This is an optimization exercise on Yosys and OpenROAD, whose aim is a short achievable clock period and few clock cycles, not a production implementation. Only simulation tests tie the RTL to the original design; equivalence was not proved. No activity file was given, so power comes from the tool's default toggle rates.

==> inputs of run M <==
==> flow/design.v <==
module regfile(input         clk,
               input         we,
               input  [4:0]  ra1, ra2, wa,
               input  [31:0] wd,
               output [31:0] rd1, rd2);
  reg [31:0] rf[31:1];
  always @(posedge clk)
    if (we && wa != 5'd0) rf[wa] <= wd;
  assign rd1 = (ra1 != 5'd0) ? rf[ra1] : 32'b0;
  assign rd2 = (ra2 != 5'd0) ? rf[ra2] : 32'b0;
endmodule
module loadsel(input      [31:0] a,
               input             lbu,
               input      [1:0]  off,
               output reg [31:0] y);
  always @(*)
    if (lbu)
      case (off)
        2'b00: y = {24'b0, a[7:0]};
        2'b01: y = {24'b0, a[15:8]};
        2'b10: y = {24'b0, a[23:16]};
        2'b11: y = {24'b0, a[31:24]};
      endcase
    else
      y = a;
endmodule
module mips(input         clk, reset,
            output [31:0] pc,
            input  [31:0] instr,
            output        memwrite,
            output [31:0] memaddr,
            output [31:0] memwritedata,
            input  [31:0] memreaddata);
  reg  [31:0] pc_r;          
  reg  [31:0] pcb_r;         
  reg         pcb_j;
  wire [31:0] pcb4 = pcb_r + 32'd4;
  wire [31:0] pcb8 = pcb_r + 32'd8;
  wire [31:0] pc4  = pcb_j ? pcb4 : pcb_r;      
  wire [31:0] pc8  = pcb_j ? pcb8 : pcb4;       
  wire [31:0] pc0  = pcb_j ? pcb_r : pcb_r - 32'd4;   
  wire        if_j = (instr[31:26] == 6'b000010);
  wire [31:0] jt   = {pc4[31:28], instr[25:0], 2'b00};
  reg         d_v;
  reg  [31:0] d_ir;
  reg  [31:0] d_pc4;
  reg  [31:0] d_ra, d_rb;    
  reg         fa_e, fa_m, fa_w, fa_x, fb_e, fb_m, fb_w, fb_x;
  reg         d_bzr;
  reg         e_we;          
  reg         e_ld;          
  reg         e_lbu;
  reg         e_sw;
  reg         e_beq;
  reg         e_sel_ar, e_sel_and, e_sel_or, e_sel_nor, e_sel_slt;
  reg         e_cin;         
  reg  [4:0]  e_wr;
  reg  [31:0] e_a, e_b, e_sd;
  reg         e_fsd;         
  reg  [31:0] e_bt;
  reg         e_off0;        
  reg         e_off1;        
  reg         m_we, m_ld, m_lbu, m_sw;
  reg  [4:0]  m_wr;
  reg  [31:0] m_res;
  reg  [31:0] m_addr;
  reg  [31:0] m_sd;
  reg         w_we, w2_we;
  reg  [4:0]  w_wr, w2_wr;
  reg  [31:0] w_res, w2_res;
  wire [5:0] op    = d_ir[31:26];
  wire [5:0] funct = d_ir[5:0];
  wire [4:0] rs    = d_ir[25:21];
  wire [4:0] rt    = d_ir[20:16];
  wire [4:0] rd    = d_ir[15:11];
  wire isR    = (op == 6'b000000);
  wire isLW   = (op == 6'b100011);
  wire isLBU  = (op == 6'b100100);
  wire isSW   = (op == 6'b101011);
  wire isBEQ  = (op == 6'b000100);
  wire isJ    = (op == 6'b000010);
  wire isADDI = (op == 6'b001000) | (op == 6'b001001);
  wire isORI  = (op == 6'b001101);
  wire isANDI = (op == 6'b001100);
  wire isLUI  = (op == 6'b001111);
  wire fAND = (funct == 6'b100100);
  wire fOR  = (funct == 6'b100101);
  wire fNOR = (funct == 6'b100111);
  wire fSLT = (funct == 6'b101010);
  wire fSUB = (funct == 6'b100010) | (funct == 6'b100011);
  wire       d_regw = isR | isLW | isLBU | isADDI | isORI | isANDI | isLUI;
  wire [4:0] d_wr   = isR ? rd : rt;
  wire       d_we   = d_v & d_regw & (d_wr != 5'd0);
  wire       d_ld   = isLW | isLBU;
  wire       use_rt = isR | isBEQ;      
  wire       alusrc = ~(isR | isBEQ);
  wire [31:0] simm = {{16{d_ir[15]}}, d_ir[15:0]};
  wire        d_bz = d_bzr;
  wire [8:0]  sblo = {1'b0, d_pc4[7:0]} + {1'b0, d_ir[5:0], 2'b00};
  wire [23:0] d_pch1 = d_pc4[31:8] + 24'd1;
  wire [31:0] d_sbt = {sblo[8] ? d_pch1 : d_pc4[31:8], sblo[7:0]};
  wire [31:0] imm  = isLUI ? {d_ir[15:0], 16'b0} :
                     (isORI | isANDI) ? {16'b0, d_ir[15:0]} : simm;
  wire [31:0] rf_a, rf_b;
  regfile rf(.clk(clk), .we(w_we), .ra1(instr[25:21]), .ra2(instr[20:16]),
             .wa(w_wr), .wd(w_res), .rd1(rf_a), .rd2(rf_b));
  wire [31:0] m_lddata;
  loadsel ls(.a(memreaddata), .lbu(m_lbu), .off(m_res[1:0]), .y(m_lddata));
  wire [31:0] m_val = m_ld ? m_lddata : m_res;
  wire a_e = fa_e, a_m = fa_m, a_w = fa_w, a_x = fa_x;
  wire b_e = fb_e, b_m = fb_m, b_w = fb_w, b_x = fb_x;
  wire [31:0] va_old = a_m ? m_res : a_w ? w_res : a_x ? w2_res : d_ra;    
  wire [31:0] vb_old = b_m ? m_res : b_w ? w_res : b_x ? w2_res : d_rb;
  wire        a_ld   = a_m & m_ld;
  wire        b_ld   = b_m & m_ld;
  wire [32:0] sum1 = {e_a, 1'b1} + {e_b, e_cin};
  wire [31:0] sum  = sum1[32:1];
  wire [31:0] aor  = e_a | e_b;
  wire [31:0] lres = ({32{e_sel_and}} & (e_a & e_b)) |
                     ({32{e_sel_or}}  & aor) |
                     ({32{e_sel_nor}} & ~aor) |
                     {31'b0, e_sel_slt & sum[31]};
  wire [31:0] res  = ({32{e_sel_ar}} & sum) | lres;
  wire        d_sub  = isR & (fSUB | fSLT);
  wire [31:0] bn     = {32{d_sub}};
  wire        sa_ar  = a_e & e_sel_ar;
  wire        sa_ld  = ~a_e & a_ld, sa_old = ~a_e & ~a_ld;
  wire        bx_e   = b_e & ~alusrc;
  wire        sbp_ar = bx_e & e_sel_ar & ~d_sub, sbn_ar = bx_e & e_sel_ar & d_sub;
  wire        sb_lg  = bx_e & ~e_sel_ar;
  wire        sb_ld  = ~alusrc & ~b_e & b_ld, sb_old = ~alusrc & ~b_e & ~b_ld;
  wire        sd_ld  = b_ld;
  wire [31:0] nx_a  = ({32{sa_ar}} & sum) |
                      ({32{a_e}} & lres) | ({32{sa_ld}} & m_lddata) |
                      ({32{sa_old}} & va_old);
  wire [31:0] nx_b  = ({32{sbp_ar}} & sum) | ({32{sbn_ar}} & ~sum) |
                      ({32{sb_lg}} & (lres ^ bn)) | ({32{sb_ld}} & (m_lddata ^ bn)) |
                      ({32{sb_old}} & (vb_old ^ bn)) | ({32{alusrc}} & imm);
  wire [31:0] nx_sd = sd_ld ? m_lddata : vb_old;    
  wire eq     = e_beq & (e_a == e_b);
  wire taken  = eq & ~e_off0 & ~(e_off1 & d_v & ~isJ & ~d_bz);
  wire squash = eq & ~e_off0;
  wire stall  = d_v & e_ld & ~d_bz & (a_e | (b_e & use_rt));
  wire idtake = d_v & d_bz;    
  wire        jsel    = if_j & ~idtake & ~stall;
  wire [31:0] pc_id   = jsel ? jt : idtake ? d_sbt : stall ? pc0   : pc4;
  wire [31:0] pcb_id  = jsel ? jt : idtake ? d_sbt : stall ? pcb_r : pc8;
  wire [4:0] irs  = instr[25:21];
  wire [4:0] irt  = instr[20:16];
  wire       dgo  = d_we & ~squash;
  wire       n_bz = (instr[31:26] == 6'b000100) & (irs == irt) &
                    (instr[15:6] == 10'd0) & (instr[5:0] != 6'd0);
  always @(posedge clk, posedge reset)
    if (reset) begin
      pc_r  <= 32'b0;
      pcb_r <= 32'b0;
      pcb_j <= 1'b1;
      d_v   <= 1'b0;
      e_we <= 1'b0; e_ld <= 1'b0; e_sw <= 1'b0; e_beq <= 1'b0;
      m_we <= 1'b0; m_ld <= 1'b0; m_sw <= 1'b0;
      w_we <= 1'b0; w2_we <= 1'b0;
    end else begin
      pc_r  <= taken ? e_bt : pc_id;
      pcb_r <= taken ? e_bt : pcb_id;
      pcb_j <= taken | jsel | idtake | (stall & pcb_j);
      if (taken | idtake) d_v <= 1'b0;
      else if (!stall)    d_v <= 1'b1;
      if (squash | stall) begin
        e_we <= 1'b0; e_ld <= 1'b0; e_sw <= 1'b0; e_beq <= 1'b0;
      end else begin
        e_we  <= d_we;
        e_ld  <= d_v & d_ld;
        e_sw  <= d_v & isSW;
        e_beq <= d_v & isBEQ & ~d_bz;
      end
      m_we <= e_we;
      m_ld <= e_ld;
      m_sw <= e_sw;
      w_we  <= m_we;
      w2_we <= w_we;
    end
  always @(posedge clk) begin
    d_ra <= stall ? va_old : rf_a;
    d_rb <= stall ? vb_old : rf_b;
    if (stall) begin
      fa_e <= 1'b0; fa_m <= fa_e; fa_w <= fa_m; fa_x <= fa_w;
      fb_e <= 1'b0; fb_m <= fb_e; fb_w <= fb_m; fb_x <= fb_w;
    end else begin
      fa_e <= dgo  & (d_wr == irs);
      fa_m <= e_we & (e_wr == irs);
      fa_w <= m_we & (m_wr == irs);
      fa_x <= w_we & (w_wr == irs);
      fb_e <= dgo  & (d_wr == irt);
      fb_m <= e_we & (e_wr == irt);
      fb_w <= m_we & (m_wr == irt);
      fb_x <= w_we & (w_wr == irt);
      d_bzr <= n_bz;
    end
    if (!stall) begin
      d_ir  <= instr;
      d_pc4 <= pc4;
    end
    e_lbu     <= isLBU;
    e_sel_ar  <= isR ? (funct[5:1] == 5'b10000) | fSUB : ~(isORI | isANDI);
    e_cin     <= d_sub;
    e_sel_and <= (isR & fAND) | isANDI;
    e_sel_or  <= (isR & fOR) | isORI;
    e_sel_nor <= isR & fNOR;
    e_sel_slt <= isR & fSLT;
    e_wr      <= d_wr;
    e_a       <= nx_a;
    e_b       <= nx_b;
    e_sd      <= nx_sd;
    e_fsd     <= b_e;
    e_bt      <= d_pc4 + {simm[29:0], 2'b00};
    e_off0    <= (d_ir[15:0] == 16'd0);
    e_off1    <= (d_ir[15:0] == 16'd1);
    m_lbu  <= e_lbu;
    m_wr   <= e_wr;
    m_res  <= res;
    m_addr <= {sum[31:2], sum[1:0] & {2{~e_lbu}}};
    m_sd   <= e_fsd ? m_val : e_sd;
    w_wr   <= m_wr;
    w_res  <= m_val;
    w2_wr  <= w_wr;
    w2_res <= w_res;
  end
  assign pc           = pc_r;
  assign memwrite     = m_sw;
  assign memaddr      = m_addr;
  assign memwritedata = m_sd;
endmodule
==> flow/flow/run.sh <==
#!/bin/bash
set -euo pipefail
bash standard.sh \
  SETUP_SLACK_MARGIN=6.0 \
  "BUFFER_PORTS_ARGS=-buffer_cell sky130_fd_sc_hd__buf_4" \
  MATCH_CELL_FOOTPRINT=0 \
  finish > make_finish.log 2>&1
==> flow/standard.sh <==
#!/bin/bash
# synth_recipe.tcl (not shown) runs the flow's synth.tcl, then flattens the netlist and writes it again
# the make line also repeats each setting of config.mk as NAME=value (left out here)
make -C /OpenROAD-flow-scripts/flow DESIGN_CONFIG=/design/flow/config.mk WORK_HOME=/design/flow/orfs CLKGATE_MAP_FILE= SYNTH_SCRIPT=/design/flow/synth_recipe.tcl "${@:-finish}"
==> flow/config.mk <==
export PLATFORM = sky130hd
export DESIGN_NAME = mips
export DESIGN_NICKNAME = mips
export VERILOG_FILES = /design/flow/design.v
export SDC_FILE = /design/flow/constraint.sdc
export NUM_CORES = 4
export LEC_CHECK = 0
export ABC_CLOCK_PERIOD_IN_PS = 2500
export CAP_MARGIN = 20
export CORE_MARGIN = 2
export CORE_UTILIZATION = 55
export SETUP_SLACK_MARGIN = 5
export SLEW_MARGIN = 20
==> flow/constraint.sdc <==
create_clock -name core_clock -period 9.0 [get_ports {clk}]
set_input_delay 1.8000 -clock core_clock [delete_from_list [all_inputs] [get_ports {clk}]]
set_output_delay 1.8000 -clock core_clock [all_outputs]
set_load 0.01 [all_outputs]
==> run X (differences from run M) <==
--- a/flow/design.v
+++ b/flow/design.v
@@ -47,4 +47,2 @@
   reg  [31:0] d_ra, d_rb;    
-  reg         fa_e, fa_m, fa_w, fa_x, fb_e, fb_m, fb_w, fb_x;
-  reg         d_bzr;
   reg         e_we;          
@@ -97,3 +95,3 @@
   wire [31:0] simm = {{16{d_ir[15]}}, d_ir[15:0]};
-  wire        d_bz = d_bzr;
+  wire        d_bz = isBEQ & (rs == rt) & (d_ir[15:6] == 10'd0) & (d_ir[5:0] != 6'd0);
   wire [8:0]  sblo = {1'b0, d_pc4[7:0]} + {1'b0, d_ir[5:0], 2'b00};
@@ -109,4 +107,10 @@
   wire [31:0] m_val = m_ld ? m_lddata : m_res;
-  wire a_e = fa_e, a_m = fa_m, a_w = fa_w, a_x = fa_x;
-  wire b_e = fb_e, b_m = fb_m, b_w = fb_w, b_x = fb_x;
+  wire a_e = e_we & (e_wr == rs);
+  wire b_e = e_we & (e_wr == rt);
+  wire a_m = m_we & (m_wr == rs);
+  wire a_w = w_we & (w_wr == rs);
+  wire b_m = m_we & (m_wr == rt);
+  wire b_w = w_we & (w_wr == rt);
+  wire a_x = w2_we & (w2_wr == rs);
+  wire b_x = w2_we & (w2_wr == rt);
   wire [31:0] va_old = a_m ? m_res : a_w ? w_res : a_x ? w2_res : d_ra;    
@@ -147,7 +151,2 @@
   wire [31:0] pcb_id  = jsel ? jt : idtake ? d_sbt : stall ? pcb_r : pc8;
-  wire [4:0] irs  = instr[25:21];
-  wire [4:0] irt  = instr[20:16];
-  wire       dgo  = d_we & ~squash;
-  wire       n_bz = (instr[31:26] == 6'b000100) & (irs == irt) &
-                    (instr[15:6] == 10'd0) & (instr[5:0] != 6'd0);
   always @(posedge clk, posedge reset)
@@ -184,16 +183,2 @@
     d_rb <= stall ? vb_old : rf_b;
-    if (stall) begin
-      fa_e <= 1'b0; fa_m <= fa_e; fa_w <= fa_m; fa_x <= fa_w;
-      fb_e <= 1'b0; fb_m <= fb_e; fb_w <= fb_m; fb_x <= fb_w;
-    end else begin
-      fa_e <= dgo  & (d_wr == irs);
-      fa_m <= e_we & (e_wr == irs);
-      fa_w <= m_we & (m_wr == irs);
-      fa_x <= w_we & (w_wr == irs);
-      fb_e <= dgo  & (d_wr == irt);
-      fb_m <= e_we & (e_wr == irt);
-      fb_w <= m_we & (m_wr == irt);
-      fb_x <= w_we & (w_wr == irt);
-      d_bzr <= n_bz;
-    end
     if (!stall) begin
==> flow/flow/run.sh (replaced) <==
#!/bin/bash
set -euo pipefail
bash standard.sh \
  SETUP_SLACK_MARGIN=6.5 \
  "BUFFER_PORTS_ARGS=-buffer_cell sky130_fd_sc_hd__buf_4" \
  MATCH_CELL_FOOTPRINT=0 \
  finish > make_finish.log 2>&1
==> comparison table <==
Hold Worst Slack: run M 0.350 ns; run X 0.350 ns
Via count of the routed design: run M 51300; run X 57000
Share of the synthesized area in compound gates (AO/OA/AOI/OAI): run M 9.60%; run X 9.14%
Number of DRC markers in iteration 0: run M 7596; run X 9755
Maximum fanout along the worst path: run M 1; run X 8
Overall power: run M 0.0203 W; run X 0.0216 W
Total area of multi-input combinational cells: run M 31400 sq um; run X 36500 sq um
Share of power burned in registers: run M 46.9%; run X 45.5%
Critical-path top delay cell: run M sky130_fd_sc_hd__dfrtp_1; run X sky130_fd_sc_hd__edfxtp_1
Req. time, crit path: run M 7.20 ns; run X 9.66 ns
Power drawn by the clock network: run M 0.00669 W; run X 0.00684 W
Run status: run M timing/DRC/antenna clean; run X timing/DRC/antenna clean
Number of multi-input combinational cells: run M 3281; run X 3214
Power dissipated in combinational cells: run M 0.00409 W; run X 0.00491 W
R2R depth: run M 13; run X 15
Testbench counts of run M, summed over its fixed seeds: cycles 62,865.
Testbench counts of run X, summed over its fixed seeds: cycles 62,865.

* * *

==> raven: inputs <==
Starts from the design.v that is shown in full above.
export LEC_CHECK = 0
export ABC_CLOCK_PERIOD_IN_PS = 2500
export CAP_MARGIN = 20
export CORE_MARGIN = 2
export CORE_UTILIZATION = 60
export SETUP_SLACK_MARGIN = 5
export SLEW_MARGIN = 20
create_clock -name core_clock -period 9.0 [get_ports {clk}]
standard.sh (not shown) runs the stock make flow with config.mk's settings and CLKGATE_MAP_FILE= SYNTH_SCRIPT=/design/flow/synth_recipe.tcl, a recipe that flattens the netlist after the stock synthesis.
==> flow/flow/run.sh <==
#!/bin/bash
set -euo pipefail
bash standard.sh \
  SETUP_SLACK_MARGIN=6.5 \
  "BUFFER_PORTS_ARGS=-buffer_cell sky130_fd_sc_hd__buf_4" \
  MATCH_CELL_FOOTPRINT=0 \
  finish > make_finish.log 2>&1
==> pepper: changes against raven <==
--- a/flow/design.v
+++ b/flow/design.v
@@ -48,4 +48,5 @@
   reg         fa_e, fa_m, fa_w, fa_x, fb_e, fb_m, fb_w, fb_x;
   reg         d_bzr;
+  reg         d_bz0r;        
   reg         e_we;          
   reg         e_ld;          
@@ -139,16 +140,31 @@
   wire [31:0] nx_sd = sd_ld ? m_lddata : vb_old;    
   wire eq     = e_beq & (e_a == e_b);
-  wire taken  = eq & ~e_off0 & ~(e_off1 & d_v & ~isJ & ~d_bz);
+  wire taken  = eq & ~e_off0 & ~(e_off1 & d_v & ~isJ & ~d_bz & ~zres);
   wire squash = eq & ~e_off0;
   wire stall  = d_v & e_ld & ~d_bz & (a_e | (b_e & use_rt));
+  wire [31:0] zx   = e_a ^ e_b;
+  wire [31:0] zo   = e_a | e_b;
+  wire        zero = &({zx[31:1], zx[0]} ~^ {zo[30:0], e_cin});
+  wire        zres = d_v & d_bz0r & a_e & e_sel_ar & ~e_ld;
+  wire        ztake = zres & zero;
   wire idtake = d_v & d_bz;    
   wire        jsel    = if_j & ~idtake & ~stall;
-  wire [31:0] pc_id   = jsel ? jt : idtake ? d_sbt : stall ? pc0   : pc4;
-  wire [31:0] pcb_id  = jsel ? jt : idtake ? d_sbt : stall ? pcb_r : pc8;
+  wire        pass    = ~taken & ~ztake;
+  wire        s_z     = ~taken & ztake;
+  wire        s_j     = pass & jsel;
+  wire        s_b     = pass & idtake;
+  wire        s_h     = pass & stall;
+  wire        s_s     = pass & ~jsel & ~idtake & ~stall;
+  wire [31:0] pc_nx   = ({32{taken}} & e_bt) | ({32{s_z | s_b}} & d_sbt) |
+                        ({32{s_j}} & jt) | ({32{s_h}} & pc0) | ({32{s_s}} & pc4);
+  wire [31:0] pcb_nx  = ({32{taken}} & e_bt) | ({32{s_z | s_b}} & d_sbt) |
+                        ({32{s_j}} & jt) | ({32{s_h}} & pcb_r) | ({32{s_s}} & pc8);
   wire [4:0] irs  = instr[25:21];
   wire [4:0] irt  = instr[20:16];
   wire       dgo  = d_we & ~squash;
-  wire       n_bz = (instr[31:26] == 6'b000100) & (irs == irt) &
+  wire       n_bs = (instr[31:26] == 6'b000100) &
                     (instr[15:6] == 10'd0) & (instr[5:0] != 6'd0);
+  wire       n_bz = n_bs & (irs == irt);
+  wire       n_bz0 = n_bs & (irt == 5'd0) & (irs != 5'd0);
   always @(posedge clk, posedge reset)
     if (reset) begin
@@ -161,8 +177,8 @@
       w_we <= 1'b0; w2_we <= 1'b0;
     end else begin
-      pc_r  <= taken ? e_bt : pc_id;
-      pcb_r <= taken ? e_bt : pcb_id;
-      pcb_j <= taken | jsel | idtake | (stall & pcb_j);
-      if (taken | idtake) d_v <= 1'b0;
+      pc_r  <= pc_nx;
+      pcb_r <= pcb_nx;
+      pcb_j <= taken | ztake | jsel | idtake | (stall & pcb_j);
+      if (taken | ztake | idtake) d_v <= 1'b0;
       else if (!stall)    d_v <= 1'b1;
       if (squash | stall) begin
@@ -172,5 +188,5 @@
         e_ld  <= d_v & d_ld;
         e_sw  <= d_v & isSW;
-        e_beq <= d_v & isBEQ & ~d_bz;
+        e_beq <= d_v & isBEQ & ~d_bz & ~zres;
       end
       m_we <= e_we;
@@ -196,4 +212,5 @@
       fb_x <= w_we & (w_wr == irt);
       d_bzr <= n_bz;
+      d_bz0r <= n_bz0;
     end
     if (!stall) begin
- CORE_UTILIZATION: 60 -> 55
==> qor summary <==
item                                                  raven                      pepper
Sequential cell area in the final layout       0.0413 sq mm                0.0413 sq mm
Outcome                            timing/DRC/antenna clean  complete, but fails checks
Violated checks                                           -          antenna violations
Sw Ratio                                              30.7%                       30.3%
Chip width                                           352 um                      369 um
Die height                                           352 um                      369 um
Final-layout clock buffer total                         224                         219
Clock power share                                     31.0%                       32.3%
Xor-xnor portion of the synthesized cell area         2.87%                       2.75%
Aggregate routed wire length                         284 mm                      285 mm
Combinational fraction of design power                22.9%                       21.9%
Global-route wire length before repair               386 mm                      390 mm
Clk sink count                                         1512                        1511
Cell Area, Placed                              0.0767 sq mm                0.0772 sq mm
Buffer and inverter count on the worst path               1                           2
Testbench counts of raven, summed over its fixed seeds: cycles 62,865.
Testbench counts of pepper, summed over its fixed seeds: cycles 62,109.

afterwards: timing with drivers on the ports:
The flow's constraints put no driver on any port. The routed layouts listed below were extracted and timed again, unchanged, in two steps. Step 1: set_driving_cell puts a clkbuf_16 on clk and a buf_2 on each other input, an assumption about the parent block. Step 2 also shifts input and output timing later by t, the mid clock arrival at the registers, as if the neighbouring blocks saw the same clock. Slacks: no drivers / after step 1 / after step 2; pairs: no drivers / after step 1.
run	t (ns)	setup WS [ns]	hold slack, ns	worst setup path after step 2	pins driven straight from the clock port
run M	0.879	5.849 / 5.593 / 4.714	0.350 / 0.350 / 0.350	input to register	1
run X	0.901	5.821 / 5.430 / 4.529	0.350 / 0.350 / 0.350	input to register	1
raven	0.875	5.851 / 5.575 / 4.699	0.361 / 0.361 / 0.361	input to register	1
pepper	0.891	5.795 / 5.499 / 4.608	0.353 / 0.353 / 0.353	input to register	1
The setup slack of run X, which loses most, moves by -0.391 ns with the drivers and by -1.292 ns with both steps.
